What follows belongs to an exercise in optimizing a design on an open flow for small area, a short achievable clock period and few clock cycles; a production flow would make more cautious choices.
The RTL was checked by simulation tests, not by an equivalence proof against the original design.
Power and IR drop assume default switching activity.

==> design.v <==
module mul8rows(input [7:0] a, input [7:0] b, output [15:0] ra, output [15:0] rb);
wire [63:0] pp;
assign pp[0] = a[0] & b[0];
assign pp[1] = a[1] & b[0];
assign pp[2] = a[2] & b[0];
assign pp[3] = a[3] & b[0];
assign pp[4] = a[4] & b[0];
assign pp[5] = a[5] & b[0];
assign pp[6] = a[6] & b[0];
assign pp[7] = a[7] & b[0];
assign pp[8] = a[0] & b[1];
assign pp[9] = a[1] & b[1];
assign pp[10] = a[2] & b[1];
assign pp[11] = a[3] & b[1];
assign pp[12] = a[4] & b[1];
assign pp[13] = a[5] & b[1];
assign pp[14] = a[6] & b[1];
assign pp[15] = a[7] & b[1];
assign pp[16] = a[0] & b[2];
assign pp[17] = a[1] & b[2];
assign pp[18] = a[2] & b[2];
assign pp[19] = a[3] & b[2];
assign pp[20] = a[4] & b[2];
assign pp[21] = a[5] & b[2];
assign pp[22] = a[6] & b[2];
assign pp[23] = a[7] & b[2];
assign pp[24] = a[0] & b[3];
assign pp[25] = a[1] & b[3];
assign pp[26] = a[2] & b[3];
assign pp[27] = a[3] & b[3];
assign pp[28] = a[4] & b[3];
assign pp[29] = a[5] & b[3];
assign pp[30] = a[6] & b[3];
assign pp[31] = a[7] & b[3];
assign pp[32] = a[0] & b[4];
assign pp[33] = a[1] & b[4];
assign pp[34] = a[2] & b[4];
assign pp[35] = a[3] & b[4];
assign pp[36] = a[4] & b[4];
assign pp[37] = a[5] & b[4];
assign pp[38] = a[6] & b[4];
assign pp[39] = a[7] & b[4];
assign pp[40] = a[0] & b[5];
assign pp[41] = a[1] & b[5];
assign pp[42] = a[2] & b[5];
assign pp[43] = a[3] & b[5];
assign pp[44] = a[4] & b[5];
assign pp[45] = a[5] & b[5];
assign pp[46] = a[6] & b[5];
assign pp[47] = a[7] & b[5];
assign pp[48] = a[0] & b[6];
assign pp[49] = a[1] & b[6];
assign pp[50] = a[2] & b[6];
assign pp[51] = a[3] & b[6];
assign pp[52] = a[4] & b[6];
assign pp[53] = a[5] & b[6];
assign pp[54] = a[6] & b[6];
assign pp[55] = a[7] & b[6];
assign pp[56] = a[0] & b[7];
assign pp[57] = a[1] & b[7];
assign pp[58] = a[2] & b[7];
assign pp[59] = a[3] & b[7];
assign pp[60] = a[4] & b[7];
assign pp[61] = a[5] & b[7];
assign pp[62] = a[6] & b[7];
assign pp[63] = a[7] & b[7];
wire t1;
wire t2;
assign t1 = pp[48] ^ pp[41];
assign t2 = pp[48] & pp[41];
wire t3;
wire t4;
assign t3 = pp[56] ^ pp[49] ^ pp[42];
assign t4 = (pp[56] & pp[49]) | (pp[56] & pp[42]) | (pp[49] & pp[42]);
wire t5;
wire t6;
assign t5 = pp[35] ^ pp[28];
assign t6 = pp[35] & pp[28];
wire t7;
wire t8;
assign t7 = pp[57] ^ pp[50] ^ pp[43];
assign t8 = (pp[57] & pp[50]) | (pp[57] & pp[43]) | (pp[50] & pp[43]);
wire t9;
wire t10;
assign t9 = pp[36] ^ pp[29];
assign t10 = pp[36] & pp[29];
wire t11;
wire t12;
assign t11 = pp[58] ^ pp[51] ^ pp[44];
assign t12 = (pp[58] & pp[51]) | (pp[58] & pp[44]) | (pp[51] & pp[44]);
wire t13;
wire t14;
assign t13 = pp[32] ^ pp[25];
assign t14 = pp[32] & pp[25];
wire t15;
wire t16;
assign t15 = pp[40] ^ pp[33] ^ pp[26];
assign t16 = (pp[40] & pp[33]) | (pp[40] & pp[26]) | (pp[33] & pp[26]);
wire t17;
wire t18;
assign t17 = pp[19] ^ pp[12];
assign t18 = pp[19] & pp[12];
wire t19;
wire t20;
assign t19 = pp[34] ^ pp[27] ^ pp[20];
assign t20 = (pp[34] & pp[27]) | (pp[34] & pp[20]) | (pp[27] & pp[20]);
wire t21;
wire t22;
assign t21 = pp[13] ^ pp[6] ^ t1;
assign t22 = (pp[13] & pp[6]) | (pp[13] & t1) | (pp[6] & t1);
wire t23;
wire t24;
assign t23 = pp[21] ^ pp[14] ^ pp[7];
assign t24 = (pp[21] & pp[14]) | (pp[21] & pp[7]) | (pp[14] & pp[7]);
wire t25;
wire t26;
assign t25 = t5 ^ t3 ^ t2;
assign t26 = (t5 & t3) | (t5 & t2) | (t3 & t2);
wire t27;
wire t28;
assign t27 = pp[22] ^ pp[15] ^ t9;
assign t28 = (pp[22] & pp[15]) | (pp[22] & t9) | (pp[15] & t9);
wire t29;
wire t30;
assign t29 = t7 ^ t6 ^ t4;
assign t30 = (t7 & t6) | (t7 & t4) | (t6 & t4);
wire t31;
wire t32;
assign t31 = pp[37] ^ pp[30] ^ pp[23];
assign t32 = (pp[37] & pp[30]) | (pp[37] & pp[23]) | (pp[30] & pp[23]);
wire t33;
wire t34;
assign t33 = t11 ^ t10 ^ t8;
assign t34 = (t11 & t10) | (t11 & t8) | (t10 & t8);
wire t35;
wire t36;
assign t35 = pp[59] ^ pp[52] ^ pp[45];
assign t36 = (pp[59] & pp[52]) | (pp[59] & pp[45]) | (pp[52] & pp[45]);
wire t37;
wire t38;
assign t37 = pp[38] ^ pp[31] ^ t12;
assign t38 = (pp[38] & pp[31]) | (pp[38] & t12) | (pp[31] & t12);
wire t39;
wire t40;
assign t39 = pp[60] ^ pp[53] ^ pp[46];
assign t40 = (pp[60] & pp[53]) | (pp[60] & pp[46]) | (pp[53] & pp[46]);
wire t41;
wire t42;
assign t41 = pp[24] ^ pp[17];
assign t42 = pp[24] & pp[17];
wire t43;
wire t44;
assign t43 = pp[18] ^ pp[11] ^ pp[4];
assign t44 = (pp[18] & pp[11]) | (pp[18] & pp[4]) | (pp[11] & pp[4]);
wire t45;
wire t46;
assign t45 = pp[5] ^ t17 ^ t15;
assign t46 = (pp[5] & t17) | (pp[5] & t15) | (t17 & t15);
wire t47;
wire t48;
assign t47 = t21 ^ t19 ^ t18;
assign t48 = (t21 & t19) | (t21 & t18) | (t19 & t18);
wire t49;
wire t50;
assign t49 = t25 ^ t23 ^ t22;
assign t50 = (t25 & t23) | (t25 & t22) | (t23 & t22);
wire t51;
wire t52;
assign t51 = t29 ^ t27 ^ t26;
assign t52 = (t29 & t27) | (t29 & t26) | (t27 & t26);
wire t53;
wire t54;
assign t53 = t33 ^ t31 ^ t30;
assign t54 = (t33 & t31) | (t33 & t30) | (t31 & t30);
wire t55;
wire t56;
assign t55 = t37 ^ t35 ^ t34;
assign t56 = (t37 & t35) | (t37 & t34) | (t35 & t34);
wire t57;
wire t58;
assign t57 = pp[39] ^ t39 ^ t38;
assign t58 = (pp[39] & t39) | (pp[39] & t38) | (t39 & t38);
wire t59;
wire t60;
assign t59 = pp[61] ^ pp[54] ^ pp[47];
assign t60 = (pp[61] & pp[54]) | (pp[61] & pp[47]) | (pp[54] & pp[47]);
wire t61;
wire t62;
assign t61 = pp[16] ^ pp[9];
assign t62 = pp[16] & pp[9];
wire t63;
wire t64;
assign t63 = pp[10] ^ pp[3] ^ t41;
assign t64 = (pp[10] & pp[3]) | (pp[10] & t41) | (pp[3] & t41);
wire t65;
wire t66;
assign t65 = t13 ^ t43 ^ t42;
assign t66 = (t13 & t43) | (t13 & t42) | (t43 & t42);
wire t67;
wire t68;
assign t67 = t14 ^ t45 ^ t44;
assign t68 = (t14 & t45) | (t14 & t44) | (t45 & t44);
wire t69;
wire t70;
assign t69 = t16 ^ t47 ^ t46;
assign t70 = (t16 & t47) | (t16 & t46) | (t47 & t46);
wire t71;
wire t72;
assign t71 = t20 ^ t49 ^ t48;
assign t72 = (t20 & t49) | (t20 & t48) | (t49 & t48);
wire t73;
wire t74;
assign t73 = t24 ^ t51 ^ t50;
assign t74 = (t24 & t51) | (t24 & t50) | (t51 & t50);
wire t75;
wire t76;
assign t75 = t28 ^ t53 ^ t52;
assign t76 = (t28 & t53) | (t28 & t52) | (t53 & t52);
wire t77;
wire t78;
assign t77 = t32 ^ t55 ^ t54;
assign t78 = (t32 & t55) | (t32 & t54) | (t55 & t54);
wire t79;
wire t80;
assign t79 = t36 ^ t57 ^ t56;
assign t80 = (t36 & t57) | (t36 & t56) | (t57 & t56);
wire t81;
wire t82;
assign t81 = t40 ^ t59 ^ t58;
assign t82 = (t40 & t59) | (t40 & t58) | (t59 & t58);
wire t83;
wire t84;
assign t83 = pp[62] ^ pp[55] ^ t60;
assign t84 = (pp[62] & pp[55]) | (pp[62] & t60) | (pp[55] & t60);
assign ra = {1'b0, t84, t82, t80, t78, t76, t74, t72, t70, t68, t66, t64, t62, t61, pp[1], pp[0]};
assign rb = {1'b0, pp[63], t83, t81, t79, t77, t75, t73, t71, t69, t67, t65, t63, pp[2], pp[8], 1'b0};
endmodule
module Top(CLK, SLOW_CLOCK_STRB, ARST_L, SYS_OUT, OUT_VALID, MEM_ADDR, MEM_WDATA, MEM_WE, MEM_RDATA);
input CLK, SLOW_CLOCK_STRB, ARST_L;
output reg [15:0] SYS_OUT;
output reg OUT_VALID;
output [7:0] MEM_ADDR;
output [15:0] MEM_WDATA;
output MEM_WE;
input [15:0] MEM_RDATA;
wire en = SLOW_CLOCK_STRB;
reg [15:0] r0, r1, r2, r3;
reg [3:0] flags;           
reg [7:0] pcd;             
reg dv;                    
reg [15:0] ir;             
reg iv;                    
reg ldp;                   
reg [1:0] ldx;             
reg rf;                    
reg mc;                    
wire [3:0] op = ir[15:12];
wire [1:0] fx = ir[11:10];
wire [1:0] fy = ir[9:8];
wire [1:0] fd = ir[7:6];
wire [7:0] imm = ir[7:0];
wire ex = iv & ~ldp;
wire is_ldr = (op == 4'h0);
wire is_str = (op == 4'h1);
wire is_mov = (op == 4'h2) & (fx == 2'b00);
wire is_alu = (op >= 4'h4) & (op <= 4'h9);
wire is_br  = (op == 4'hE);
wire is_out = (op == 4'hF);
reg [15:0] a, b;
always @(*) begin
    case (fx)
        2'd0: a = r0;
        2'd1: a = r1;
        2'd2: a = r2;
        default: a = r3;
    endcase
    case (fy)
        2'd0: b = r0;
        2'd1: b = r1;
        2'd2: b = r2;
        default: b = r3;
    endcase
end
wire fN = flags[3], fZ = flags[2], fC = flags[1], fV = flags[0];
reg cond;
always @(*) begin
    case (ir[11:8])
        4'h0: cond = 1'b1;
        4'h1: cond = fZ;
        4'h2: cond = ~fZ;
        4'h3: cond = fC;
        4'h4: cond = ~fC;
        4'h5: cond = fN;
        4'h6: cond = ~fN;
        4'h7: cond = fV;
        4'h8: cond = ~fV;
        4'h9: cond = ~fZ & fC;
        4'hA: cond = fZ | fC;
        4'hB: cond = (fN == fV);
        4'hC: cond = (fN != fV);
        4'hD: cond = (fN == fV) & ~fZ;
        4'hE: cond = (fN != fV) & fZ;
        default: cond = 1'b0;
    endcase
end
wire taken = ex & is_br & cond;
wire memop = ex & (is_ldr | is_str);
wire sub = (op == 4'h5);
wire [15:0] bx = b ^ {16{sub}};
wire [16:0] sum = {1'b0, a} + {1'b0, bx} + {16'b0, sub};
wire zsum = &((a ^ bx) ~^ {a[14:0] | bx[14:0], sub});
wire big = |b[15:4];
wire lsl = (op == 4'h6);
reg [15:0] a_rev, shl;
integer i;
always @(*) for (i = 0; i < 16; i = i + 1) a_rev[i] = a[15 - i];
wire [15:0] sh_in = lsl ? a_rev : a;
wire [15:0] shr = big ? 16'h0000 : (sh_in >> b[3:0]);
always @(*) for (i = 0; i < 16; i = i + 1) shl[i] = shr[15 - i];
wire [15:0] pra, prb;
mul8rows mul(.a(a[7:0]), .b(b[7:0]), .ra(pra), .rb(prb));
wire mulop = (op == 4'h9);
wire cmp_op = lsl | mulop;
reg [15:0] tmp_q;
reg [14:1] tmp2_q;
always @(posedge CLK) begin
    tmp_q <= pra;
    tmp2_q <= prb[14:1];
end
wire [15:0] t2 = tmp_q + {1'b0, tmp2_q, 1'b0};
wire mc_stall = ex & mulop & ~mc;     
wire [15:0] cres = lsl ? shl : t2;
wire addsub = (op == 4'h4) | sub;
reg [15:0] res;
always @(*) begin
    if (is_mov) res = {8'h00, imm};
    else if (addsub) res = sum[15:0];
    else if (cmp_op) res = cres;
    else res = shr;
end
wire z_flag = addsub ? zsum : cmp_op ? ~|cres : ~|shr;
wire c_flag = (op == 4'h4) ? sum[16] : cmp_op ? ((cres < a) | (cres < b)) : 1'b0;
wire v_flag = ((op == 4'h4) | cmp_op) ? (a[15] ^ b[15] ^ res[15]) : 1'b0;
wire [3:0] new_flags = {res[15], z_flag, c_flag, v_flag};
wire [15:0] wval = res;
wire [1:0] wsel = is_mov ? fy : fd;
wire done = ex & ~mc_stall;
wire wr_ex = done & (is_alu | is_mov);
wire hold = rf | mc_stall;
wire [7:0] pcd1 = pcd + 8'd1;
wire [7:0] fetch_addr = hold ? pcd : pcd1;
assign MEM_ADDR = taken ? imm : memop ? b[7:0] : fetch_addr;
assign MEM_WE = ex & is_str;
assign MEM_WDATA = a;
wire str_hit = ex & is_str & dv & (b[7:0] == pcd);
always @(posedge CLK, negedge ARST_L) begin
    if (!ARST_L) begin
        r0 <= 16'h0; r1 <= 16'h0; r2 <= 16'h0; r3 <= 16'h0;
    end else if (en) begin
        if ((wr_ex && wsel == 2'd0) || (ldp && ldx == 2'd0)) r0 <= ldp ? MEM_RDATA : wval;
        if ((wr_ex && wsel == 2'd1) || (ldp && ldx == 2'd1)) r1 <= ldp ? MEM_RDATA : wval;
        if ((wr_ex && wsel == 2'd2) || (ldp && ldx == 2'd2)) r2 <= ldp ? MEM_RDATA : wval;
        if ((wr_ex && wsel == 2'd3) || (ldp && ldx == 2'd3)) r3 <= ldp ? MEM_RDATA : wval;
    end
end
always @(posedge CLK, negedge ARST_L) begin
    if (!ARST_L) begin
        flags <= 4'h0;
        pcd <= 8'hFF;
        dv <= 1'b0;
        iv <= 1'b0;
        ldp <= 1'b0;
        rf <= 1'b0;
        mc <= 1'b0;
        SYS_OUT <= 16'h0;
    end else if (en) begin
        if (done & is_alu) flags <= new_flags;
        if (!memop) pcd <= MEM_ADDR;
        if (!mc_stall) dv <= ~memop;
        if (!iv || done) iv <= dv & ~taken & ~str_hit;
        mc <= mc_stall;
        ldp <= ex & is_ldr;
        rf <= str_hit;
        if (ex & is_out) SYS_OUT <= (fx == 2'b00) ? b : 16'h0000;
    end
end
always @(posedge CLK) begin
    if (en) begin
        if (!iv || done) ir <= MEM_RDATA;
        if (ex) ldx <= fx;
    end
end
always @(posedge CLK, negedge ARST_L) begin
    if (!ARST_L)
        OUT_VALID <= 1'b0;
    else
        OUT_VALID <= ex & is_out & en;
end
endmodule
==> run.sh <==
#!/bin/bash
# synth_recipe.tcl (not shown) runs the flow's synth.tcl, then flattens the netlist and writes it again
# the make line also repeats each setting of config.mk as NAME=value (left out here)
make -C /OpenROAD-flow-scripts/flow DESIGN_CONFIG=/design/flow/config.mk WORK_HOME=/design/flow/orfs CLKGATE_MAP_FILE= SYNTH_SCRIPT=/design/flow/synth_recipe.tcl finish
==> config.mk <==
export PLATFORM = sky130hd
export DESIGN_NAME = Top
export DESIGN_NICKNAME = Top
export VERILOG_FILES = /design/flow/design.v
export SDC_FILE = /design/flow/constraint.sdc
export NUM_CORES = 4
export LEC_CHECK = 0
export CAP_MARGIN = 20
export CORE_MARGIN = 2
export CORE_UTILIZATION = 40
export SETUP_SLACK_MARGIN = 5
export SLEW_MARGIN = 20
==> constraint.sdc <==
create_clock -name core_clock -period 10.0 [get_ports {CLK}]
set_input_delay 2.0000 -clock core_clock [delete_from_list [all_inputs] [get_ports {CLK}]]
set_output_delay 2.0000 -clock core_clock [all_outputs]
set_load 0.01 [all_outputs]
==> results of run 1 <==
[layout make-up]
| cell class | instances | share of cell area (%) |
|---|---|---|
| Inverter | 96 | 2.66 |
| Tap cell | 390 | 3.49 |
| Sequential cell | 145 | 25.7 |
| Clock inverter | 15 | 1.42 |
| Clock buffer | 17 | 3.04 |
| Multi-Input combinational cell | 1022 | 56.8 |
| Timing Repair Buffer | 105 | 6.90 |
[state kept, by name, summed over array words and instances (netlist names), 2 cells and up]
signal	flops
r3	16
pcd	8
tmp_q	15
r0	16
r1	16
tmp2_q	14
ir	16
flags	4
r2	16
ldx	2
SYS_OUT	16
[Yosys cell counts (all sizes together) (17+ instances only)]
cell,count,area [um2]
nor2,86,323
edfxtp,18,541
o21ai,137,689
xnor2,36,315
mux2i,30,325
mux4,34,781
nor3,19,95.1
and2,18,113
clkbuf,53,199
mux2,33,387
nand4,17,106
dfrtp,90,2250
a21oi,72,360
nand2,168,633
fa,37,741
a22o,17,149
inv,95,357
xor2,39,342
ha,82,1030
buf,33,199
dfxtp,29,581
nand3,24,120
[cell families after synthesis]
family,Yosys count,share of synthesized area (%)
simple gates,396,15.0
compound gates,335,17.0
buf+inv,182,6.24
flops,145,29.5
fa+ha+maj,119,14.5
mux,97,12.3
xor+xnor,75,5.41
[layer usage]
metal	wire length [um]	GRT usage [%]	vias to the layer above
li1	-	-	4863
met1	17700	35.5	5206
met5	0	0	-
met2	18600	42.6	500
met3	2950	3.92	85
met4	1540	10.6	0
[cells in the final DEF (no fill, tap or decap), types with 5 or more instances in the layout]
master           count
o21ai_0            124
dfstp_2              8
edfxtp_1            18
o21ai_1             11
a211oi_1             7
buf_4               41
mux2i_1             27
nor2b_1             14
a22o_1              17
xnor2_1             36
ha_1                82
o211ai_1             9
fa_1                37
or3_1                5
a21oi_1             70
mux2_2              29
clkinv_8             6
nor2_1              83
dfrtp_1             89
nand4_1             17
dfxtp_1             29
a21o_1              13
mux4_2              33
o22ai_1             14
o31ai_1              5
nor3_1              18
nand2b_1            11
and2_1              18
nand3_1             22
clkbuf_16           17
a31oi_1             10
nand2_1            164
nor4_1               8
clkdlybuf4s50_1     59
and3_1               5
inv_1               90
xor2_1              39
[timing repair]
action | in CTS | in global routing
pin swaps | 0 | 2
resized for setup | 19 | 20
setup buffers | 10 | 18
setup endpoints to repair | 22 | 17
[metrics by stage]
step           util [%]  setup slack [ps]  std cells  hold slack, ps  total power, mW
3_3_place_gp       43.6              4500       1730             476             3.23
4_1_cts            46.2              5000       1772             504             3.97
2_1_floorplan         -              5470       1349             451             2.48
3_5_place_dp       43.6              4430       1730             488             3.23
5_1_grt            46.9              4930       1790             535             4.34
6_report           46.9              5060       1790             507             4.07
[how the worst max path moves through the flow]
stage                     start          end  slack (ps)  cells after the start
final                     ir[9]  MEM_ADDR[0]        5060                     10
after CTS                 ir[8]     flags[1]        5000                     17
after global placement    ir[9]     flags[1]        4500                     16
after detailed placement  ir[9]     flags[1]        4430                     15
after global routing      ir[9]  MEM_ADDR[3]        4930                     10
after floorplan           ir[9]  MEM_ADDR[0]        5470                     10
[worst max-delay path, delay by kind of cell (launching register included)]
family	cells	cell delay (ps)
muxes	1	370
buffers and inverters	4	1050
and+or+nand+nor	3	420
DFF	1	420
AOI/OAI and AO/OA	2	230
[report_power, final]
group          total, mW  switching, mW  internal (mW)
Sequential         0.896          0.131          0.765
Clock              0.688          0.342          0.346
Combinational       2.49           1.51          0.977
==> results.toml, run 1 <==
[clock_tree]
cts.clk_slew.worst_paths_ps = 70
clock_latency_ps = 440
clock_sinks = 145
cts-root-buf = "clkbuf_16"
htree_levels = 4
cts_buffers = 17
ctsHoldBuffers = 0
cts_tree = "done"
clockBufferDepth = 2

[setup_path]
end_kind = "output port"
cpMostUsedCell = "buf_4"
worstPathRequired_ps = 8000
timing.rr.end = "flags[1]"
reg2regPathDepth = 18
cp_max_fo = 9
r2r_slack_ps = 5230
regToRegStartpoint = "ir[12]"
critPathMaxStageDelay_ps = 490
setup.worst_path.class = "reg -> out"
crit_slowest_cell = "clkdlybuf4s50_1"
cp.arrival_ps = 2940
crit_chain = "buf_4, buf_4, nor3_1, a21oi_1, o221ai_1, nor2_1, nor3_1, buf_4, mux2_2, clkdlybuf4s50_1"
cp-start-kind = "flop"

[synthesis]
synth_warnings = 1
synth.net_count = 1487
syn_inst = 1349
synthArstFlopShare_pct = 67.6
syn_area_um2 = 12200
syn_avg_cell_area_um2 = 9.01
ys_ff_latch = 145
synthFlopType = "dfrtp_1"
ys_seq_area_share_pct = 29.5
ys_types = 81
synth_edf_count = 18

[finish]
synthToLayoutAreaGrowth_pct = 15.0
finalInstanceArea_um2 = 14000
regArea_um2 = 3590
antenna_cells = 0
nets = 1525
multiInputGateArea_um2 = 7940
fill_cells = 2897
drive_gt1_share_pct = 13.8

[placed_design]
hpwlAfterDp_mm = 29.5
io_buffers = 60
gp_congestion = 0.942
post_dp_cell_area_um2 = 13000

[timing]
worst_slew_pin_slew_ps = 844
tns_ps = 0
clock-skew-final_ps = 25.4
setup_violations = 0
fmax_mhz = 203
period_minus_slack_ps = 4940
rsz0062_at_grt = "yes"
max_slew_margin_pct = 43.5
drv_slew = 0
hold_violations = 0
period_share_pct = 49.4

[floorplan]
dieArea_um2 = 31800
io_pins = 61
die_w_um = 178
num_rows = 63
core_um2 = 29800
die_h_um = 178
start_util_pct = 40.8

[global_route]
grt_pass1_vias = 10600
antenna_found_initial = 0
gr-usage-all-layers_pct = 26.3
overflow = 0
grt_pass1_wl_mm = 62.5
grt_max_degree = 61

[pwr]
p_leak_nw = 5.99
p_per_area_nw_per_um2 = 291
peakVddDrop_mv = 0.136

[outcome]
outcome = "no timing/DRC/antenna violations"

[min_path]
whs_path_depth = 2
hold_class = "reg -> reg"
min_to = "r3[10]"
hold_start = "r3[10]"

[routing]
drtIter0Drc = 1100
remaining_drc_errors = 0
viasPerCell = 5.95
antenna_left = 0
drtPass1Iterations = 6
wirelength_mm = 40.8
vias = 10700
wl_per_cell_um = 22.8

[run]
max_cap_viol_count = 0
Testbench counts, summed over its fixed seeds: cycles 60,994.
==> run 2, diff against run 1 <==
--- a/config.mk
+++ b/config.mk
@@ -8,5 +8,6 @@
 export CAP_MARGIN = 20
 export CORE_MARGIN = 2
 export CORE_UTILIZATION = 40
+export CTS_BUF_LIST = sky130_fd_sc_hd__clkbuf_8
 export SETUP_SLACK_MARGIN = 5
 export SLEW_MARGIN = 20
==> run 2 against run 1 <==
Effect of this change:
- global-route usage barely moved
- clock skew rose by 5.2 ps
- final cell count fell by 0.17%
- largest power group unchanged
- wire length fell by 0.94%
- sequential share of layout area rose by 0.43 points
- highest routed layer unchanged
- worst setup slack got worse by 38 ps
- critical endpoint unchanged
==> results.toml, run 2 <==
[finish]
drive_gt1_share_pct = 13.4
mostFrequentLayoutCell = "nand2_1"
synthToLayoutAreaGrowth_pct = 13.1
finalInstanceArea_um2 = 13700
regArea_um2 = 3590
multiInputGateArea_um2 = 7930
nets = 1522
antenna_cells = 0
layout.cells.most_common_list = "nand2_1 (164), o21ai_0 (124), inv_1 (90), dfrtp_1 (89), nor2_1 (84)"
fill_cells = 2921

[synthesis]
synth_area_leaders = "dfrtp_1 (19%), ha_1 (8.4%), fa_1 (6.1%)"
yosys.cell_count.top_type = "nand2_1"
synth_top_area_share_pct = 18.5
synthFlopType = "dfrtp_1"
synthArstFlopShare_pct = 67.6
synth.net_count = 1487
ys_ff_latch = 145
syn_inst = 1349
ys_seq_area_share_pct = 29.5
netlist_top_cells_count = "nand2_1 (167), o21ai_0 (126), inv_1 (93)"
syn_area_um2 = 12200
syn_avg_cell_area_um2 = 9.01
ys_types = 81
synth_warnings = 1
synth_edf_count = 18
yosysTopAreaCell = "dfrtp_1"

[clock_tree]
cts_buffers = 17
htree_levels = 4
clock_latency_ps = 490
clockBufferDepth = 2
clock_sinks = 145
cts_tree = "done"
cts-root-buf = "clkbuf_8"
cts.clk_slew.worst_paths_ps = 100

[timing]
worst_slew_pin_slew_ps = 890
drv_slew = 0
period_share_pct = 49.7
hold_violations = 0
max_slew_margin_pct = 40.5
fin_ws_ps = 5030
fmax_mhz = 201
rsz0062_at_grt = "yes"
clock-skew-final_ps = 30.7
hold_ws_ps = 513
period_minus_slack_ps = 4970
setup_violations = 0
tns_ps = 0

[routing]
antenna_left = 0
dr_wl_met3_mm = 2.89
top_layer = "met4"
wirelength_mm = 40.5
wl_per_cell_um = 22.6
viasPerCell = 5.91
vias = 10600
remaining_drc_errors = 0
route.met2.wl_mm = 18.4
drtIter0Drc = 1083
drtPass1Iterations = 5
wl_met1_mm = 17.7

[global_route]
overflow = 0
antenna_found_initial = 0
gr-usage-all-layers_pct = 26.3
grt_pass1_vias = 10600
grt_pass1_wl_mm = 62.5
grt_max_degree = 61

[setup_path]
cp_top_family = "buffers and inverters"
path_depth = 10
cpMostUsedCell = "buf_4"
worstPathRequired_ps = 8000
r2r_slack_ps = 5210
cp_max_fo = 9
crit_end = "MEM_ADDR[0]"
timing.rr.end = "flags[1]"
reg2regPathDepth = 13
crit_buf_inv = 4
crit_chain = "buf_4, buf_4, nor3_1, a21oi_1, o221ai_1, nor2_1, nor3_1, buf_4, mux2_2, clkdlybuf4s50_1"
cp-startpoint = "ir[9]"
cp-start-kind = "flop"
end_kind = "output port"
crit_slowest_cell = "clkdlybuf4s50_1"
critPathMaxStageDelay_ps = 490
setup.worst_path.class = "reg -> out"
regToRegStartpoint = "ir[10]"
cp.arrival_ps = 2970

[floorplan]
io_pins = 61
start_util_pct = 40.8
die_w_um = 178
die_h_um = 178
core_um2 = 29800
num_rows = 63
dieArea_um2 = 31800

[run]
max_cap_viol_count = 0

[placed_design]
gp_congestion = 0.942
post-place-ws_ps = 4430
io_buffers = 60
hpwlAfterDp_mm = 29.5
post_dp_cell_area_um2 = 13000

[min_path]
hold_start = "r3[10]"
hold_class = "reg -> reg"

[pwr]
p_per_area_nw_per_um2 = 283
p_leak_nw = 5.90
peakVddDrop_mv = 0.131
p_total_mw = 3.88

[outcome]
outcome = "no timing/DRC/antenna violations"
run 2: cell counts after synthesis:
Identical to the previous run, type by type.
run 2: logic make-up (layout without fill, tap and decap cells):
logic type	count (synthesis)	in the layout	share of synthesized area (%)
compound gates	335	335	17.0
buf+inv	182	230	6.24
xor+xnor	75	75	5.41
flops	145	145	29.5
fa+ha+maj	119	119	14.5
mux	97	97	12.3
simple gates	396	396	15.0
run 2: metrics by stage:
| step | cells | utilization, % |
|---|---|---|
| floorplan | 1349 | - |
| global placement | 1730 | 43.6 |
| detailed placement | 1730 | 43.6 |
| CTS | 1771 | 45.5 |
| global route | 1787 | 46.1 |
| finish | 1787 | 46.1 |
run 2: final cells by class:
cell class	instances	area share (%)
multi-input cells	1022	57.7
flip-flops and latches	145	26.1
repair buffers	102	6.79
well taps	390	3.55
inverters	96	2.70
clock buffers	17	1.70
clock inverters	15	1.45
run 2: worst min-delay path, cell delays in order, from the launching register on:
cell     delay, ps
dfrtp_1        370
nand2_1         50
o21ai_0         60
run 2: how the worst min path moves through the flow:
stage | cells past startpoint | to | slack [ps]
floorplan | 0 | ldx[0] | 450
global placement | 2 | r1[6] | 480
finish | 2 | r3[10] | 510
detailed placement | 2 | r3[1] | 490
global route | 2 | r1[5] | 540
CTS | 2 | r3[1] | 510
run 2: timing repair:
item / CTS / global route
buffers inserted: 9 / 16
endpoints found under the setup margin: 22 / 16
pin swaps: 1 / 1
hold buffers: 0 / 0
resized for setup: 18 / 14
run 2: power by group:
part / leakage [nW] / internal (mW) / switching (mW) / total (mW)
logic: 3.99 / 0.969 / 1.50 / 2.47
registers: 1.69 / 0.764 / 0.127 / 0.891
clock network: 0.214 / 0.198 / 0.321 / 0.519
run 2: routing by layer:
layer	global-route usage, %	vias to the layer above
met1	35.9	5161
met5	0	-
met3	3.99	82
li1	-	4854
met4	9.76	0
met2	42.3	473
==> run 3, diff against run 2 <==
--- a/config.mk
+++ b/config.mk
@@ -9,5 +9,6 @@
 export CORE_MARGIN = 2
 export CORE_UTILIZATION = 40
 export CTS_BUF_LIST = sky130_fd_sc_hd__clkbuf_8
+export CTS_CLUSTER_SIZE = 10
 export SETUP_SLACK_MARGIN = 5
 export SLEW_MARGIN = 20
==> run 3 against run 2 <==
Effect of this change:
- via count stayed put
- first-iteration DRC count stayed put
- critical path depth unchanged
- highest routed layer unchanged
- combinational power hardly changed
- core utilization did not move
- clock skew unchanged
- sequential power is essentially flat
- still clean on timing, DRC and antenna
==> results.toml, run 3 <==
[floorplan]
dieArea_um2 = 31800
start_util_pct = 40.8
die_h_um = 178
io_pins = 61
core_um2 = 29800
num_rows = 63
die_w_um = 178

[finish]
drive_gt1_share_pct = 13.4
antenna_cells = 0
final_core_util_pct = 46.1
mostFrequentLayoutCell = "nand2_1"
layout.cells.most_common_list = "nand2_1 (164), o21ai_0 (124), inv_1 (90), dfrtp_1 (89), nor2_1 (84)"
multiInputGateArea_um2 = 7930
regArea_um2 = 3590
finalInstanceArea_um2 = 13700
synthToLayoutAreaGrowth_pct = 13.1
nets = 1522
fill_cells = 2921
stdcell_count = 1787

[routing]
antenna_left = 0
wl_met1_mm = 17.7
remaining_drc_errors = 0
wirelength_mm = 40.5
drtPass1Iterations = 5
wl_per_cell_um = 22.6
route.met2.wl_mm = 18.4
vias = 10600
viasPerCell = 5.91
drtIter0Drc = 1083
top_layer = "met4"
dr_wl_met3_mm = 2.89

[clock_tree]
htree_levels = 4
cts_tree = "done"
ctsHoldBuffers = 0
clockBufferDepth = 2
cts-root-buf = "clkbuf_8"
cts_buffers = 17
clock_sinks = 145
clock_latency_ps = 490
cts.clk_slew.worst_paths_ps = 100

[synthesis]
synth_warnings = 1
ys_seq_area_share_pct = 29.5
synth.net_count = 1487
yosys.cell_count.top_type = "nand2_1"
netlist_top_cells_count = "nand2_1 (167), o21ai_0 (126), inv_1 (93)"
syn_avg_cell_area_um2 = 9.01
synthFlopType = "dfrtp_1"
synth_area_leaders = "dfrtp_1 (19%), ha_1 (8.4%), fa_1 (6.1%)"
syn_area_um2 = 12200
yosysTopAreaCell = "dfrtp_1"
syn_inst = 1349
synth_edf_count = 18
synth_top_area_share_pct = 18.5
ys_types = 81
ys_ff_latch = 145
synthArstFlopShare_pct = 67.6

[global_route]
grt_pass1_wl_mm = 62.5
gr-usage-all-layers_pct = 26.3
antenna_found_initial = 0
overflow = 0
grt_max_degree = 61
grt_pass1_vias = 10600

[setup_path]
worstPathRequired_ps = 8000
regToRegStartpoint = "ir[10]"
cpMostUsedCell = "buf_4"
cp-startpoint = "ir[9]"
setup.worst_path.class = "reg -> out"
cp-start-kind = "flop"
crit_chain = "buf_4, buf_4, nor3_1, a21oi_1, o221ai_1, nor2_1, nor3_1, buf_4, mux2_2, clkdlybuf4s50_1"
end_kind = "output port"
critPathMaxStageDelay_ps = 490
crit_buf_inv = 4
cp_top_family = "buffers and inverters"
crit_slowest_cell = "clkdlybuf4s50_1"
cp.arrival_ps = 2970
cp_max_fo = 9

[pwr]
p_leak_nw = 5.90
p_per_area_nw_per_um2 = 283
peakVddDrop_mv = 0.131
p_total_mw = 3.88

[timing]
fmax_mhz = 201
hold_ws_ps = 513
fin_ws_ps = 5030
rsz0062_at_grt = "yes"
max_slew_margin_pct = 40.5
tns_ps = 0
setup_violations = 0
worst_slew_pin_slew_ps = 890
period_share_pct = 49.7
period_minus_slack_ps = 4970
drv_slew = 0
hold_violations = 0
clock-skew-final_ps = 30.7

[placed_design]
dp.cells = 1730
gp_congestion = 0.942
io_buffers = 60
post_dp_cell_area_um2 = 13000
hpwlAfterDp_mm = 29.5
post-place-ws_ps = 4430

[run]
max_cap_viol_count = 0

[min_path]
hold_start = "r3[10]"
hold_class = "reg -> reg"

[outcome]
outcome = "no timing/DRC/antenna violations"
## run 3: cell counts after synthesis
Identical to the previous run, type by type.
## run 3: report_power, final
part	switching [mW]	total, mW	internal [mW]
Sequential	0.127	0.891	0.764
Combinational	1.50	2.47	0.969
Clock	0.321	0.519	0.198
Total	1.95	3.88	1.93
## run 3: final cells by class
class / count / share of cell area [%]
well taps: 390 / 3.55
flip-flops and latches: 145 / 26.1
clock inverters: 15 / 1.45
multi-input cells: 1022 / 57.7
repair buffers: 102 / 6.79
clock buffers: 17 / 1.70
inverters: 96 / 2.70
## run 3: metal layers
metal | GRT usage (%) | vias up
met4 | 9.76 | 0
li1 | - | 4854
met2 | 42.3 | 473
met1 | 35.9 | 5161
met3 | 3.99 | 82
met5 | 0 | -
## run 3: worst paths after layout
path | endpoint | depth (start not counted) | slack, ps
min in group asynchronous | r3[13] | 1 | 1450
max reg2reg | flags[1] | 13 | 5210
max in group asynchronous | ldp | 2 | 7270
max | MEM_ADDR[0] | 10 | 5030
min reg2reg | r3[10] | 2 | 510
min | r3[10] | 2 | 510
## run 3: cell families (layout without fill, tap and decap cells)
kind of cell             after synthesis  in the layout  synth area share [%]
AND/OR/NAND/NOR                      396            396                  15.0
AO/OA/AOI/OAI                        335            335                  17.0
buffers and inverters                182            230                  6.24
flip-flops                           145            145                  29.5
adder cells (fa/ha/maj)              119            119                  14.5
multiplexers                          97             97                  12.3
XOR/XNOR                              75             75                  5.41
## run 3: tightest hold or removal path, stage by stage (launching register included)
cell and delay, ps:
dfrtp_1 370, nand2_1 50, o21ai_0 60
## run 3: timing repair
action	in CTS	in global routing
cloned	0	0
endpoints found under the setup margin	22	16
gates resized for setup	18	14
buffers inserted	9	16
pin swaps	1	1
==> run 4, diff against run 3 <==
--- a/config.mk
+++ b/config.mk
@@ -9,6 +9,6 @@
 export CORE_MARGIN = 2
 export CORE_UTILIZATION = 40
 export CTS_BUF_LIST = sky130_fd_sc_hd__clkbuf_8
-export CTS_CLUSTER_SIZE = 10
+export CTS_CLUSTER_DIAMETER = 40
 export SETUP_SLACK_MARGIN = 5
 export SLEW_MARGIN = 20
==> run 4 against run 3 <==
Effect of this change:
- sequential share of layout area is the same
- synthesized cell count did not move
- final cell count is the same
- core utilization unchanged
- register-to-register slack about the same
- still clean
==> results.toml, run 4 <==
[outcome]
outcome = "no timing/DRC/antenna violations"

[global_route]
gr-usage-all-layers_pct = 26.3
grt_max_degree = 61
antenna_found_initial = 0
overflow = 0
grt_pass1_wl_mm = 62.5
grt_pass1_vias = 10600

[finish]
antenna_cells = 0
synthToLayoutAreaGrowth_pct = 13.1
mostFrequentLayoutCell = "nand2_1"
nets = 1522
layout.cells.most_common_list = "nand2_1 (164), o21ai_0 (124), inv_1 (90), dfrtp_1 (89), nor2_1 (84)"
drive_gt1_share_pct = 13.4

[run]
max_cap_viol_count = 0

[synthesis]
synthArstFlopShare_pct = 67.6
ys_types = 81
ys_seq_area_share_pct = 29.5
syn_avg_cell_area_um2 = 9.01
syn_area_um2 = 12200
synth_warnings = 1
ys_ff_latch = 145
synth_area_leaders = "dfrtp_1 (19%), ha_1 (8.4%), fa_1 (6.1%)"
synth_top_area_share_pct = 18.5
synthFlopType = "dfrtp_1"
netlist_top_cells_count = "nand2_1 (167), o21ai_0 (126), inv_1 (93)"
synth_edf_count = 18
yosysTopAreaCell = "dfrtp_1"
syn_inst = 1349
synth.net_count = 1487
yosys.cell_count.top_type = "nand2_1"

[setup_path]
end_kind = "output port"
cp_max_fo = 9
cp_top_family = "buffers and inverters"
crit_chain = "buf_4, buf_4, nor3_1, a21oi_1, o221ai_1, nor2_1, nor3_1, buf_4, mux2_2, clkdlybuf4s50_1"
cpMostUsedCell = "buf_4"
setup.worst_path.class = "reg -> out"
crit_slowest_cell = "clkdlybuf4s50_1"
cp.arrival_ps = 2970
crit_buf_inv = 4
critPathMaxStageDelay_ps = 490
worstPathRequired_ps = 8000
cp-start-kind = "flop"

[placed_design]
hpwlAfterDp_mm = 29.5
gp_congestion = 0.942
io_buffers = 60

[clock_tree]
ctsHoldBuffers = 0
cts_tree = "done"
clock_sinks = 145
cts_buffers = 17
htree_levels = 4
cts.clk_slew.worst_paths_ps = 100
clockBufferDepth = 2
clock_latency_ps = 490
cts-root-buf = "clkbuf_8"

[timing]
max_slew_margin_pct = 40.5
hold_violations = 0
setup_violations = 0
period_minus_slack_ps = 4970
tns_ps = 0
fmax_mhz = 201
worst_slew_pin_slew_ps = 890
drv_slew = 0
clock-skew-final_ps = 30.7
rsz0062_at_grt = "yes"
period_share_pct = 49.7

[routing]
remaining_drc_errors = 0
wirelength_mm = 40.5
vias = 10600
viasPerCell = 5.91
drtPass1Iterations = 5
wl_per_cell_um = 22.6
antenna_left = 0
drtIter0Drc = 1083

[pwr]
p_leak_nw = 5.90
seqPwrFrac_pct = 22.9
p_sw_mw = 1.95
p_int_mw = 1.93
p_total_mw = 3.88
peakVddDrop_mv = 0.131
combPwrFrac_pct = 63.7
p_per_area_nw_per_um2 = 283
clkPwrFrac_pct = 13.4
switching_share_pct = 50.3

[floorplan]
core_um2 = 29800
die_w_um = 178
num_rows = 63
die_h_um = 178
dieArea_um2 = 31800
io_pins = 61
start_util_pct = 40.8

[min_path]
hold_class = "reg -> reg"
[run 4: cell counts after synthesis]
Identical to the previous run, type by type.
[run 4: per-layer routing]
| layer | track usage [%] | vias to the layer above | wire length (um) |
|---|---|---|---|
| met4 | 9.76 | 0 | 1480 |
| met1 | 35.9 | 5161 | 17700 |
| met5 | 0 | - | 0 |
| li1 | - | 4854 | - |
| met2 | 42.3 | 473 | 18400 |
| met3 | 3.99 | 82 | 2890 |
[run 4: repair_timing]
action / 4_1_cts / 5_1_grt
pin swaps: 1 / 1
gates resized for setup: 18 / 14
setup buffers: 9 / 16
gates cloned: 0 / 0
setup endpoints to repair: 22 / 16
[run 4: path summary, 6_finish.rpt]
check / startpoint / to / slack [ps] / cells past startpoint
max in group asynchronous: ARST_L / ldp / 7270 / 2
setup / recovery: ir[9] / MEM_ADDR[0] / 5030 / 10
hold reg to reg: r3[10] / r3[10] / 510 / 2
min in group asynchronous: ARST_L / r3[13] / 1450 / 1
setup reg to reg: ir[10] / flags[1] / 5210 / 13
hold / removal: r3[10] / r3[10] / 510 / 2
[run 4: cell families after synthesis]
group,after synthesis,share of synthesized area (%)
AOI/OAI and AO/OA,335,17.0
adders and majority gates,119,14.5
xor gates and xnor gates,75,5.41
buffers and inverters,182,6.24
and+or+nand+nor,396,15.0
DFF,145,29.5
muxes,97,12.3
[run 4: power groups by stage]
stage	Combinational, mW	Clock (mW)	Sequential (mW)
6_report	2.47	0.519	0.891
5_1_grt	2.69	0.551	0.911
4_1_cts	2.37	0.528	0.889
3_5_place_dp	2.33	0	0.906
3_3_place_gp	2.33	0	0.900
2_1_floorplan	1.62	0	0.857
[run 4: final cells by class]
type	count	area, um2
clock buffers	17	234
repair buffers	102	933
inverters	96	372
fillers	2921	16100
multi-input cells	1022	7930
clock inverters	15	199
flip-flops and latches	145	3590
well taps	390	488
[run 4: worst min-delay path, delay by kind of cell (launching register included)]
family	cells	cell delay, ps
AO/OA/AOI/OAI	1	60
flip-flops	1	370
AND/OR/NAND/NOR	1	50
[run 4: metrics by stage]
| step | std cells | utilization, % | area [um2] | hold slack, ps | setup slack, ps |
|---|---|---|---|---|---|
| 6_report | 1787 | 46.1 | 13700 | 513 | 5030 |
| 5_1_grt | 1787 | 46.1 | 13700 | 543 | 4880 |
| 4_1_cts | 1771 | 45.5 | 13600 | 510 | 4990 |
| 3_5_place_dp | 1730 | 43.6 | 13000 | 488 | 4430 |
| 3_3_place_gp | 1730 | 43.6 | 13000 | 476 | 4500 |
| 2_1_floorplan | 1349 | - | 12200 | 451 | 5470 |
==> run 5, diff against run 4 <==
--- a/config.mk
+++ b/config.mk
@@ -8,7 +8,7 @@
 export CAP_MARGIN = 20
 export CORE_MARGIN = 2
 export CORE_UTILIZATION = 40
-export CTS_BUF_LIST = sky130_fd_sc_hd__clkbuf_8
-export CTS_CLUSTER_DIAMETER = 40
+export CTS_CLUSTER_DIAMETER = 100
+export CTS_CLUSTER_SIZE = 40
 export SETUP_SLACK_MARGIN = 5
 export SLEW_MARGIN = 20
==> run 5 against run 4 <==
Effect of this change:
- sequential power increased by 0.6%
- non-clock buffer count increased by 3
- count of clock-buffer cells in the layout is the same
- sequential share of layout area down 0.43 points
- global-route usage barely moved
- critical path type unchanged
- critical endpoint unchanged
==> results.toml, run 5 <==
[outcome]
outcome = "no timing/DRC/antenna violations"

[synthesis]
ys_ff_latch = 145
synth_edf_count = 18
ys_types = 81
yosys.cell_count.top_type = "nand2_1"
syn_avg_cell_area_um2 = 9.01
synth.net_count = 1487
syn_area_um2 = 12200
synth_compound_area_share_pct = 17.0
synth_adder_area_share_pct = 14.5
synthXorXnorAreaFrac_pct = 5.41
syn_inst = 1349
post_synth_mux_area_share_pct = 12.3
synth_warnings = 1
synth_top_family_by_area = "compound AO/OA/AOI/OAI gates"
synth_top_area_share_pct = 18.5
synth_area_leaders = "dfrtp_1 (19%), ha_1 (8.4%), fa_1 (6.1%)"
netlist_top_cells_count = "nand2_1 (167), o21ai_0 (126), inv_1 (93)"
synthFlopType = "dfrtp_1"
ys_seq_area_share_pct = 29.5
synthArstFlopShare_pct = 67.6
yosysTopAreaCell = "dfrtp_1"
yosys.area_share.simple_pct = 15.0

[placed_design]
hpwlAfterDp_mm = 29.5
dp.cells = 1730
io_buffers = 60
gp_congestion = 0.942

[global_route]
gr-usage-all-layers_pct = 26.3
grt_pass1_wl_mm = 62.5
grt_max_degree = 61
overflow = 0
grt_pass1_vias = 10600
antenna_found_initial = 0

[setup_path]
r2r_slack_ps = 5230
cp.arrival_ps = 2940
cp_max_fo = 9
end_kind = "output port"
cp-start-kind = "flop"
worstPathRequired_ps = 8000
reg2regPathDepth = 18
setup.worst_path.class = "reg -> out"

[clock_tree]
cts-root-buf = "clkbuf_16"
clock_latency_ps = 440
ctsHoldBuffers = 0
cts.clk_slew.worst_paths_ps = 70
clockBufferDepth = 2
cts_buffers = 17
clock_sinks = 145
cts_tree = "done"
htree_levels = 4

[floorplan]
die_h_um = 178
core_um2 = 29800
num_rows = 63
dieArea_um2 = 31800
start_util_pct = 40.8
die_w_um = 178
io_pins = 61

[pwr]
p_total_mw = 4.07
p_per_area_nw_per_um2 = 291
p_leak_nw = 5.99
peakVddDrop_mv = 0.136

[routing]
antenna_left = 0
wirelength_mm = 40.8
viasPerCell = 5.95
drtIter0Drc = 1100
drtPass1Iterations = 6
vias = 10700
wl_per_cell_um = 22.8
remaining_drc_errors = 0

[finish]
layout.cells.most_common_list = "nand2_1 (164), o21ai_0 (124), inv_1 (90), dfrtp_1 (89), nor2_1 (83)"
drive_gt1_share_pct = 13.8
synthToLayoutAreaGrowth_pct = 15.0
nets = 1525
antenna_cells = 0
mostFrequentLayoutCell = "nand2_1"
fill_cells = 2897
stdcell_count = 1790

[timing]
fmax_mhz = 203
tns_ps = 0
rsz0062_at_grt = "yes"
period_minus_slack_ps = 4940
max_slew_margin_pct = 43.5
worst_slew_pin_slew_ps = 844
clock-skew-final_ps = 25.4
drv_slew = 0
period_share_pct = 49.4
hold_ws_ps = 507
setup_violations = 0
hold_violations = 0

[min_path]
hold_class = "reg -> reg"
whs_path_depth = 2

[run]
max_cap_viol_count = 0
==> run 5: cell counts after synthesis <==
No cell type changed its count.
==> run 5: metal layers <==
layer,global-route usage (%),vias up,part of all wire [%]
met5,0,-,0
met4,10.6,0,3.8
met3,3.92,85,7.2
met2,42.6,500,46
met1,35.5,5206,43
li1,-,4863,-
==> run 5: layout make-up <==
cell class              count  area (um2)  area share [%]
well taps                 390         488            3.49
inverters                  96         372            2.66
clock inverters            15         199            1.42
repair buffers            105         963            6.90
multi-input cells        1022        7940            56.8
flip-flops and latches    145        3590            25.7
clock buffers              17         425            3.04
==> run 5: cell families (layout without fill, tap and decap cells) <==
| kind of cell | Yosys count | after routing |
|---|---|---|
| XOR/XNOR | 75 | 75 |
| buffers and inverters | 182 | 233 |
| AND/OR/NAND/NOR | 396 | 396 |
| multiplexers | 97 | 97 |
| AO/OA/AOI/OAI | 335 | 335 |
| flip-flops | 145 | 145 |
| adder cells (fa/ha/maj) | 119 | 119 |
==> run 5: metrics by stage <==
step | util (%) | area [um2] | setup slack (ps)
final | 46.9 | 14000 | 5060
after global routing | 46.9 | 14000 | 4930
after CTS | 46.2 | 13800 | 5000
after detailed placement | 43.6 | 13000 | 4430
after global placement | 43.6 | 13000 | 4500
after floorplan | - | 12200 | 5470
==> run 5: path summary, 6_finish.rpt <==
| kind | to | start |
|---|---|---|
| max in group asynchronous | ldp | ARST_L |
| worst max-delay path | MEM_ADDR[0] | ir[9] |
| worst max register to register | flags[1] | ir[12] |
| worst min register to register | r3[10] | r3[10] |
| worst min-delay path | r3[10] | r3[10] |
| min in group asynchronous | r3[13] | ARST_L |
==> run 5: worst max-delay path, cell delays in order (launching register included) <==
cell and delay [ps]:
edfxtp_1 420, buf_4 180, buf_4 160, nor3_1 180, a21oi_1 60, o221ai_1 170
nor2_1 60, nor3_1 180, buf_4 220, mux2_2 370, clkdlybuf4s50_1 490
==> run 5: timing repair <==
| action | 4_1_cts | 5_1_grt |
|---|---|---|
| gates resized for setup | 19 | 20 |
| endpoints found under the setup margin | 22 | 17 |
| buffers inserted | 10 | 18 |
| pin swaps | 0 | 2 |
==> run 5: power by group <==
group / internal, mW / total (mW) / switching (mW)
clock: 0.346 / 0.688 / 0.342
combinational: 0.977 / 2.49 / 1.51
sequential: 0.765 / 0.896 / 0.131
total: 2.09 / 4.07 / 1.98
==> run 6, diff against run 5 <==
--- a/design.v
+++ b/design.v
@@ -321,13 +321,18 @@
 mul8rows mul(.a(a[7:0]), .b(b[7:0]), .ra(pra), .rb(prb));
 wire mulop = (op == 4'h9);
 wire cmp_op = lsl | mulop;
-reg [15:0] tmp_q;
-reg [14:1] tmp2_q;
+wire [8:0] plo = {1'b0, pra[7:0]} + {1'b0, prb[7:0]};
+reg [7:0] plo_q;
+reg pc8_q;
+reg [14:8] pha_q, phb_q;
 always @(posedge CLK) begin
-    tmp_q <= pra;
-    tmp2_q <= prb[14:1];
+    plo_q <= plo[7:0];
+    pc8_q <= plo[8];
+    pha_q <= pra[14:8];
+    phb_q <= prb[14:8];
 end
-wire [15:0] t2 = tmp_q + {1'b0, tmp2_q, 1'b0};
+wire [7:0] phi = {1'b0, pha_q} + {1'b0, phb_q} + {7'b0, pc8_q};
+wire [15:0] t2 = {phi, plo_q};
 wire mc_stall = ex & mulop & ~mc;     
 wire [15:0] cres = lsl ? shl : t2;
 wire addsub = (op == 4'h4) | sub;
--- a/config.mk
+++ b/config.mk
@@ -8,7 +8,5 @@
 export CAP_MARGIN = 20
 export CORE_MARGIN = 2
 export CORE_UTILIZATION = 40
-export CTS_CLUSTER_DIAMETER = 100
-export CTS_CLUSTER_SIZE = 40
 export SETUP_SLACK_MARGIN = 5
 export SLEW_MARGIN = 20
==> run 6 against run 5 <==
Effect of this change:
- die area shrank 3.5%
- synthesized cell count down 3.9%
- final cell count fell by 3.2%
- largest cell class unchanged
- core utilization is 0.22 points higher
- clock power fell by 3.2%
- non-clock buffer count is 9 lower
- still clean on timing, DRC and antenna
- via count is 2.1% lower
- critical endpoint is now MEM_ADDR[2]
- final area decreased by 2.9%
- area after synthesis decreased by 3.6%
- critical path type unchanged
==> results.toml, run 6 <==
[synthesis]
synthXorXnorAreaFrac_pct = 5.23
ys_seq_area_share_pct = 29.6
synth.net_count = 1436
syn_area_um2 = 11700
ys_types = 75
synth_area_leaders = "dfrtp_1 (19%), ha_1 (8.6%), fa_1 (6.7%)"
synthArstFlopShare_pct = 70.5
yosysTopAreaCell = "dfrtp_1"
synth_top_family_by_area = "compound AO/OA/AOI/OAI gates"
synth_top_area_share_pct = 19.2
netlist_top_cells_count = "nand2_1 (165), inv_1 (100), dfrtp_1 (90), nor2_1 (90), o21ai_0 (84)"
yosys.area_share.simple_pct = 14.6
syn_inst = 1297
ys_ff_latch = 139
synth_adder_area_share_pct = 15.3
synth_edf_count = 18
yosys.cell_count.top_type = "nand2_1"
synth_warnings = 1
synthFlopType = "dfrtp_1"
synth_compound_area_share_pct = 17.3
syn_avg_cell_area_um2 = 9.03
post_synth_mux_area_share_pct = 11.7

[min_path]
hold_start = "r0[11]"
hold_class = "reg -> reg"

[finish]
layout.cells.most_common_list = "nand2_1 (164), inv_1 (97), dfrtp_1 (90), nor2_1 (88), o21ai_0 (83)"
stdcell_count = 1733
finalInstanceArea_um2 = 13600
nets = 1473
fill_cells = 2750
mostFrequentLayoutCell = "nand2_1"
drive_gt1_share_pct = 12.5
final_core_util_pct = 47.1
synthToLayoutAreaGrowth_pct = 15.7

[clock_tree]
cts_tree = "done"
cts_buffers = 17
cts-root-buf = "clkbuf_16"
clock_sinks = 139
cts.clk_slew.worst_paths_ps = 70
clockBufferDepth = 2
clock_latency_ps = 440
htree_levels = 4

[timing]
period_share_pct = 50.2
setup_violations = 0
hold_ws_ps = 508
rsz0062_at_grt = "yes"
max_slew_margin_pct = 27.2
fmax_mhz = 199
worst_slew_pin_slew_ps = 1090
hold_violations = 0
clock-skew-final_ps = 17.2
tns_ps = 0
fin_ws_ps = 4980
period_minus_slack_ps = 5020
drv_slew = 0

[floorplan]
die_h_um = 175
core_um2 = 28800
die_w_um = 175
num_rows = 62
start_util_pct = 40.7
dieArea_um2 = 30700
io_pins = 61

[setup_path]
cp.arrival_ps = 3020
worstPathRequired_ps = 8000
cp-startpoint = "ir[8]"
reg2regPathDepth = 18
setup.worst_path.class = "reg -> out"
cp-start-kind = "flop"
regToRegStartpoint = "ir[8]"
r2r_slack_ps = 5190
crit_end = "MEM_ADDR[2]"
cp_max_fo = 27
end_kind = "output port"
timing.rr.end = "flags[1]"

[placed_design]
io_buffers = 60
gp_congestion = 0.965
post_dp_cell_area_um2 = 12600
hpwlAfterDp_mm = 28.9
dp.cells = 1673
post-place-ws_ps = 4310

[global_route]
grt_pass1_wl_mm = 59.8
grt_max_degree = 66
overflow = 0
gr-usage-all-layers_pct = 25.8
grt_pass1_vias = 10100
antenna_found_initial = 3

[routing]
remaining_drc_errors = 0
drtIter0Drc = 1057
wl_per_cell_um = 23.7
viasPerCell = 6.02
drtPass1Iterations = 6
vias = 10400
wirelength_mm = 41.0
antenna_left = 0

[pwr]
peakVddDrop_mv = 0.132
p_per_area_nw_per_um2 = 305
p_total_mw = 4.14
p_leak_nw = 5.87

[run]
max_cap_viol_count = 0

[outcome]
outcome = "no timing/DRC/antenna violations"
-- run 6: cell count changes after synthesis, moves of 7 or more --
cell,change
inv_1,+7
a21oi_1,-12
clkbuf_1,+7
o31a_1,+7
a22oi_1,+9
nand3_1,-9
buf_2,-7
o21ai_0,-42
o21ai_1,+13
-- run 6: report_power, final --
group	internal, mW	switching, mW
Combinational	1.00	1.56
Clock	0.338	0.328
Sequential	0.746	0.166
-- run 6: final cells by class --
class / instances / area (um2) / share of cell area, %
Sequential cell: 139 / 3460 / 25.5
Antenna cell: 2 / 5.00 / 0.0369
Clock inverter: 15 / 179 / 1.32
Timing Repair inverter: 1 / 5.00 / 0.0369
Multi-Input combinational cell: 976 / 7700 / 56.8
Clock buffer: 17 / 425 / 3.14
Tap cell: 384 / 480 / 3.54
Timing Repair Buffer: 96 / 907 / 6.69
Inverter: 103 / 398 / 2.93
-- run 6: what timing repair did --
item,CTS,global route
setup buffers,12,10
setup endpoints to repair,44,8
gates resized for setup,11,14
cloned,1,2
hold buffers,0,0
endpoints found under the hold margin,0,0
pin swaps,1,0
-- run 6: critical path, cell delays in order, from the launching register on --
cell	delay [ps]
edfxtp_1	430
buf_12	200
mux2i_1	150
mux2i_2	170
buf_4	350
clkinvlp_4	220
nand2_1	100
o21ai_0	70
o21ai_0	250
clkdlybuf4s50_1	590
-- run 6: how the worst min path moves through the flow --
stage / end / slack, ps / depth (start not counted)
finish: r0[11] / 510 / 2
floorplan: ldx[0] / 420 / 0
global placement: r3[14] / 480 / 2
global route: r1[3] / 530 / 2
CTS: r0[11] / 510 / 2
detailed placement: r0[11] / 490 / 2
-- run 6: per-layer routing --
metal,up-vias,GRT usage [%],routed length (um)
met5,-,0,0
met4,0,10.5,1490
met3,86,4.48,4050
met2,559,40.6,18500
met1,5106,35.2,17000
li1,4674,-,-
-- run 6: cells by family (layout without fill, tap and decap cells) --
family	after synthesis	after routing
flip-flops	139	139
other	0	2
multiplexers	92	94
AO/OA/AOI/OAI	317	317
buffers and inverters	184	232
XOR/XNOR	70	70
AND/OR/NAND/NOR	375	375
adder cells (fa/ha/maj)	120	120
Testbench counts of run 6, summed over its fixed seeds: cycles 60,994.
==> run 7, diff against run 6 <==
--- a/config.mk
+++ b/config.mk
@@ -8,5 +8,6 @@
 export CAP_MARGIN = 20
 export CORE_MARGIN = 2
 export CORE_UTILIZATION = 40
+export CTS_BUF_LIST = sky130_fd_sc_hd__clkbuf_8 sky130_fd_sc_hd__clkbuf_16
 export SETUP_SLACK_MARGIN = 5
 export SLEW_MARGIN = 20
==> run 7 against run 6 <==
Effect of this change:
- final area unchanged
- sequential power barely moved
- sequential share of layout area stayed put
- critical path type unchanged
- highest routed layer unchanged
==> results.toml, run 7 <==
[floorplan]
start_util_pct = 40.7
io_pins = 61
die_w_um = 175
core_um2 = 28800
die_h_um = 175
num_rows = 62
dieArea_um2 = 30700

[routing]
viasPerCell = 6.02
vias = 10400
drtPass1Iterations = 6
antenna_left = 0
drtIter0Drc = 1057
wirelength_mm = 41.0
wl_per_cell_um = 23.7
remaining_drc_errors = 0

[global_route]
grt_pass1_wl_mm = 59.8
overflow = 0
grt_max_degree = 66
antenna_found_initial = 3
grt_pass1_vias = 10100
gr-usage-all-layers_pct = 25.8

[setup_path]
cp_max_fo = 27
cp-start-kind = "flop"
cp.arrival_ps = 3020
end_kind = "output port"
worstPathRequired_ps = 8000
setup.worst_path.class = "reg -> out"

[timing]
max_slew_margin_pct = 27.2
fin_ws_ps = 4980
clock-skew-final_ps = 17.2
setup_violations = 0
worst_slew_pin_slew_ps = 1090
fmax_mhz = 199
rsz0062_at_grt = "yes"
tns_ps = 0
hold_violations = 0
drv_slew = 0
period_share_pct = 50.2
period_minus_slack_ps = 5020

[min_path]
hold_class = "reg -> reg"

[placed_design]
gp_congestion = 0.965
dp.cells = 1673
io_buffers = 60
post-place-ws_ps = 4310
hpwlAfterDp_mm = 28.9

[clock_tree]
cts_buffers = 17
clock_sinks = 139
htree_levels = 4
clockBufferDepth = 2
cts.clk_slew.worst_paths_ps = 70
ctsHoldBuffers = 0
cts-root-buf = "clkbuf_16"
clock_latency_ps = 440
cts_tree = "done"

[synthesis]
ys_seq_area_share_pct = 29.6
syn_area_um2 = 11700
ys_ff_latch = 139
netlist_top_cells_count = "nand2_1 (165), inv_1 (100), dfrtp_1 (90), nor2_1 (90), o21ai_0 (84)"
syn_avg_cell_area_um2 = 9.03
synth_area_leaders = "dfrtp_1 (19%), ha_1 (8.6%), fa_1 (6.7%)"
synthFlopType = "dfrtp_1"
synth.net_count = 1436
yosys.cell_count.top_type = "nand2_1"
synth_warnings = 1
yosysTopAreaCell = "dfrtp_1"
synthArstFlopShare_pct = 70.5
syn_inst = 1297
synth_top_area_share_pct = 19.2
ys_types = 75
synth_edf_count = 18

[pwr]
p_per_area_nw_per_um2 = 305
peakVddDrop_mv = 0.132
p_leak_nw = 5.87
p_total_mw = 4.14

[finish]
synthToLayoutAreaGrowth_pct = 15.7
stdcell_count = 1733
drive_gt1_share_pct = 12.5
mostFrequentLayoutCell = "nand2_1"
nets = 1473
fill_cells = 2750
layout.cells.most_common_list = "nand2_1 (164), inv_1 (97), dfrtp_1 (90), nor2_1 (88), o21ai_0 (83)"

[outcome]
outcome = "no timing/DRC/antenna violations"

[run]
max_cap_viol_count = 0
## run 7: cell counts after synthesis
No cell type changed its count.
## run 7: repair_timing
action | 4_1_cts | 5_1_grt
endpoints found under the setup margin | 44 | 8
pin swaps | 1 | 0
cloned | 1 | 2
hold endpoints to repair | 0 | 0
gates resized for setup | 11 | 14
buffers inserted | 12 | 10
## run 7: metal layers
metal | share of wire (%) | track usage, % | up-vias
li1 | - | - | 4674
met1 | 41 | 35.2 | 5106
met2 | 45 | 40.6 | 559
met3 | 9.9 | 4.48 | 86
met4 | 3.6 | 10.5 | 0
met5 | 0 | 0 | -
## run 7: cell type report
| class | count | area, um2 | share of cell area (%) |
|---|---|---|---|
| multi-input combinational | 976 | 7700 | 56.8 |
| timing repair inverter | 1 | 5.00 | 0.0369 |
| antenna | 2 | 5.00 | 0.0369 |
| inverter | 103 | 398 | 2.93 |
| timing repair buffer | 96 | 907 | 6.69 |
| clock buffer | 17 | 425 | 3.14 |
| tap | 384 | 480 | 3.54 |
| clock inverter | 15 | 179 | 1.32 |
| sequential | 139 | 3460 | 25.5 |
## run 7: final timing paths
check	from	endpoint	slack, ps	cells past startpoint
setup / recovery	ir[8]	MEM_ADDR[2]	4980	9
min in group asynchronous	ARST_L	r3[5]	1500	1
setup reg to reg	ir[8]	flags[1]	5190	18
hold / removal	r0[11]	r0[11]	510	2
max in group asynchronous	ARST_L	SYS_OUT[2]	7270	2
hold reg to reg	r0[11]	r0[11]	510	2
## run 7: report_power, final
part           total (mW)  internal [mW]  switching, mW  leakage (nW)
sequential          0.913          0.746          0.166          1.64
combinational        2.56           1.00           1.56          3.94
clock               0.666          0.338          0.328         0.287
## run 7: cells by family (layout without fill, tap and decap cells)
family          after synthesis  count (layout)  share of synthesized area (%)
mux                          92              94                           11.7
buf+inv                     184             232                           6.31
flops                       139             139                           29.6
simple gates                375             375                           14.6
fa+ha+maj                   120             120                           15.3
compound gates              317             317                           17.3
xor+xnor                     70              70                           5.23
other cells                   0               2                              0
## run 7: critical path, stage by stage, from the launching register on
cell             delay, ps
edfxtp_1               430
buf_12                 200
mux2i_1                150
mux2i_2                170
buf_4                  350
clkinvlp_4             220
nand2_1                100
o21ai_0                 70
o21ai_0                250
clkdlybuf4s50_1        590
## run 7: stage by stage
| step | hold WS, ps | util [%] | cell area [um2] |
|---|---|---|---|
| floorplan | 424 | - | 11700 |
| global placement | 476 | 43.7 | 12600 |
| detailed placement | 493 | 43.7 | 12600 |
| CTS | 510 | 46.3 | 13300 |
| global route | 528 | 47.1 | 13600 |
| finish | 508 | 47.1 | 13600 |
==> run 8, diff against run 7 <==
--- a/config.mk
+++ b/config.mk
@@ -8,6 +8,6 @@
 export CAP_MARGIN = 20
 export CORE_MARGIN = 2
 export CORE_UTILIZATION = 40
-export CTS_BUF_LIST = sky130_fd_sc_hd__clkbuf_8 sky130_fd_sc_hd__clkbuf_16
+export CTS_BUF_LIST = sky130_fd_sc_hd__clkbuf_8
 export SETUP_SLACK_MARGIN = 5
 export SLEW_MARGIN = 20
==> run 8 against run 7 <==
Effect of this change:
- worst hold slack better by 6.1 ps
- count of clock-buffer cells in the layout stayed put
- clock skew is 7.0 ps higher
- combinational power is 2% lower
- register-to-register slack worse by 70 ps
- wire length is 2.7% lower
- area after synthesis stayed put
- sequential power is 2% lower
- largest cell class unchanged
- still clean on timing, DRC and antenna
==> results.toml, run 8 <==
[placed_design]
gp_congestion = 0.965
io_buffers = 60
hpwlAfterDp_mm = 28.9
dp.cells = 1673

[routing]
vias = 10200
antenna_left = 0
drtIter0Drc = 1121
drtPass1Iterations = 5
remaining_drc_errors = 0

[timing]
worst_slew_pin_slew_ps = 1070
setup_violations = 0
period_minus_slack_ps = 5040
max_slew_margin_pct = 28.7
rsz0062_at_grt = "yes"
fmax_mhz = 199
clock-skew-final_ps = 24.2

[floorplan]
die_w_um = 175
io_pins = 61
die_h_um = 175
dieArea_um2 = 30700
start_util_pct = 40.7
num_rows = 62

[finish]
fill_cells = 2802
drive_gt1_share_pct = 11.9
nets = 1464
antenna_cells = 0
synthToLayoutAreaGrowth_pct = 13.2
layout.cells.most_common_list = "nand2_1 (164), inv_1 (98), dfrtp_1 (90), nor2_1 (88), o21ai_0 (83)"
stdcell_count = 1722

[pwr]
p_int_mw = 1.92
clkPwrFrac_pct = 12.8
p_sw_mw = 1.99
switching_share_pct = 50.9
peakVddDrop_mv = 0.124

[setup_path]
r2r_slack_ps = 5120
critPathMaxStageDelay_ps = 480
cp-start-kind = "flop"
crit_slowest_cell = "clkdlybuf4s50_1"
crit_buf_inv = 3
setup.worst_path.class = "reg -> out"
crit_chain = "buf_12, nor2_1, a22oi_1, a21oi_1, o221ai_1, nor2_1, nor3_1, buf_4, mux2_2, clkdlybuf4s50_1"
cpMostUsedCell = "nor2_1"
end_kind = "output port"
cp_top_family = "buffers and inverters"
cp.arrival_ps = 3040
cp_max_fo = 26
worstPathRequired_ps = 8000

[run]
max_cap_viol_count = 0

[synthesis]
syn_inst = 1297
netlist_top_cells_count = "nand2_1 (165), inv_1 (100), dfrtp_1 (90), nor2_1 (90), o21ai_0 (84)"
yosys.cell_count.top_type = "nand2_1"
ys_ff_latch = 139
synth_edf_count = 18
synth.net_count = 1436
syn_area_um2 = 11700
synth_area_leaders = "dfrtp_1 (19%), ha_1 (8.6%), fa_1 (6.7%)"
syn_avg_cell_area_um2 = 9.03
synthFlopType = "dfrtp_1"
synthArstFlopShare_pct = 70.5
ys_types = 75

[clock_tree]
cts_buffers = 17
clock_latency_ps = 480
htree_levels = 4
cts_tree = "done"
cts.clk_slew.worst_paths_ps = 110
clockBufferDepth = 2

[global_route]
grt_pass1_wl_mm = 59.9
antenna_found_initial = 0
overflow = 0
grt_max_degree = 66

[outcome]
outcome = "no timing/DRC/antenna violations"
-- run 8: what timing repair did --
item,4_1_cts,5_1_grt
pin swaps,1,0
setup endpoints to repair,44,8
gates resized for setup,16,10
cloned,1,1
buffers inserted,14,1
hold buffers,0,0
-- run 8: kinds of logic after synthesis --
group,Yosys count,synth area share (%)
flip-flops,139,29.6
adder cells (fa/ha/maj),120,15.3
XOR/XNOR,70,5.23
AND/OR/NAND/NOR,375,14.6
buffers and inverters,184,6.31
multiplexers,92,11.7
AO/OA/AOI/OAI,317,17.3
-- run 8: area by class of cell --
| class | count | area (um2) | area share (%) |
|---|---|---|---|
| multi-input combinational | 975 | 7670 | 57.8 |
| clock inverter | 15 | 179 | 1.35 |
| tap | 384 | 480 | 3.62 |
| timing repair inverter | 1 | 5.00 | 0.0377 |
| timing repair buffer | 88 | 835 | 6.29 |
| inverter | 103 | 394 | 2.97 |
| clock buffer | 17 | 234 | 1.76 |
| sequential | 139 | 3460 | 26.1 |
-- run 8: path summary, 6_finish.rpt --
path | startpoint | end | cells past startpoint
worst max-delay path | ir[8] | MEM_ADDR[1] | 10
worst min-delay path | r0[11] | r0[11] | 2
worst max register to register | ir[8] | flags[1] | 18
worst min register to register | r0[11] | r0[11] | 2
max in group asynchronous | ARST_L | SYS_OUT[0] | 2
min in group asynchronous | ARST_L | r3[5] | 1
-- run 8: power groups by stage --
| stage | Sequential [mW] | Combinational (mW) | Clock, mW |
|---|---|---|---|
| CTS | 0.882 | 2.44 | 0.504 |
| floorplan | 0.839 | 1.66 | 0 |
| global placement | 0.894 | 2.36 | 0 |
| detailed placement | 0.899 | 2.37 | 0 |
| finish | 0.899 | 2.52 | 0.499 |
| global route | 0.916 | 2.74 | 0.528 |
-- run 8: through the flow --
step	area, um2	worst slack (ps)	power (mW)	utilization, %	hold WS (ps)
floorplan	11700	5370	2.50	-	424
detailed placement	12600	4310	3.27	43.7	493
global placement	12600	4450	3.25	43.7	476
CTS	13200	4980	3.83	45.8	517
finish	13300	4960	3.91	46.1	514
global route	13300	4770	4.18	46.1	537
-- run 8: tightest hold or removal path: stages (launching register included) --
cell and delay [ps]:
dfrtp_1 370, nand2_1 50, o21ai_0 60
-- run 8: per-layer routing --
layer	wire, um	track usage (%)	vias up
li1	-	-	4648
met4	1490	10.3	0
met2	18100	40.4	484
met5	0	0	-
met3	3450	4.53	91
met1	16900	35.3	5006
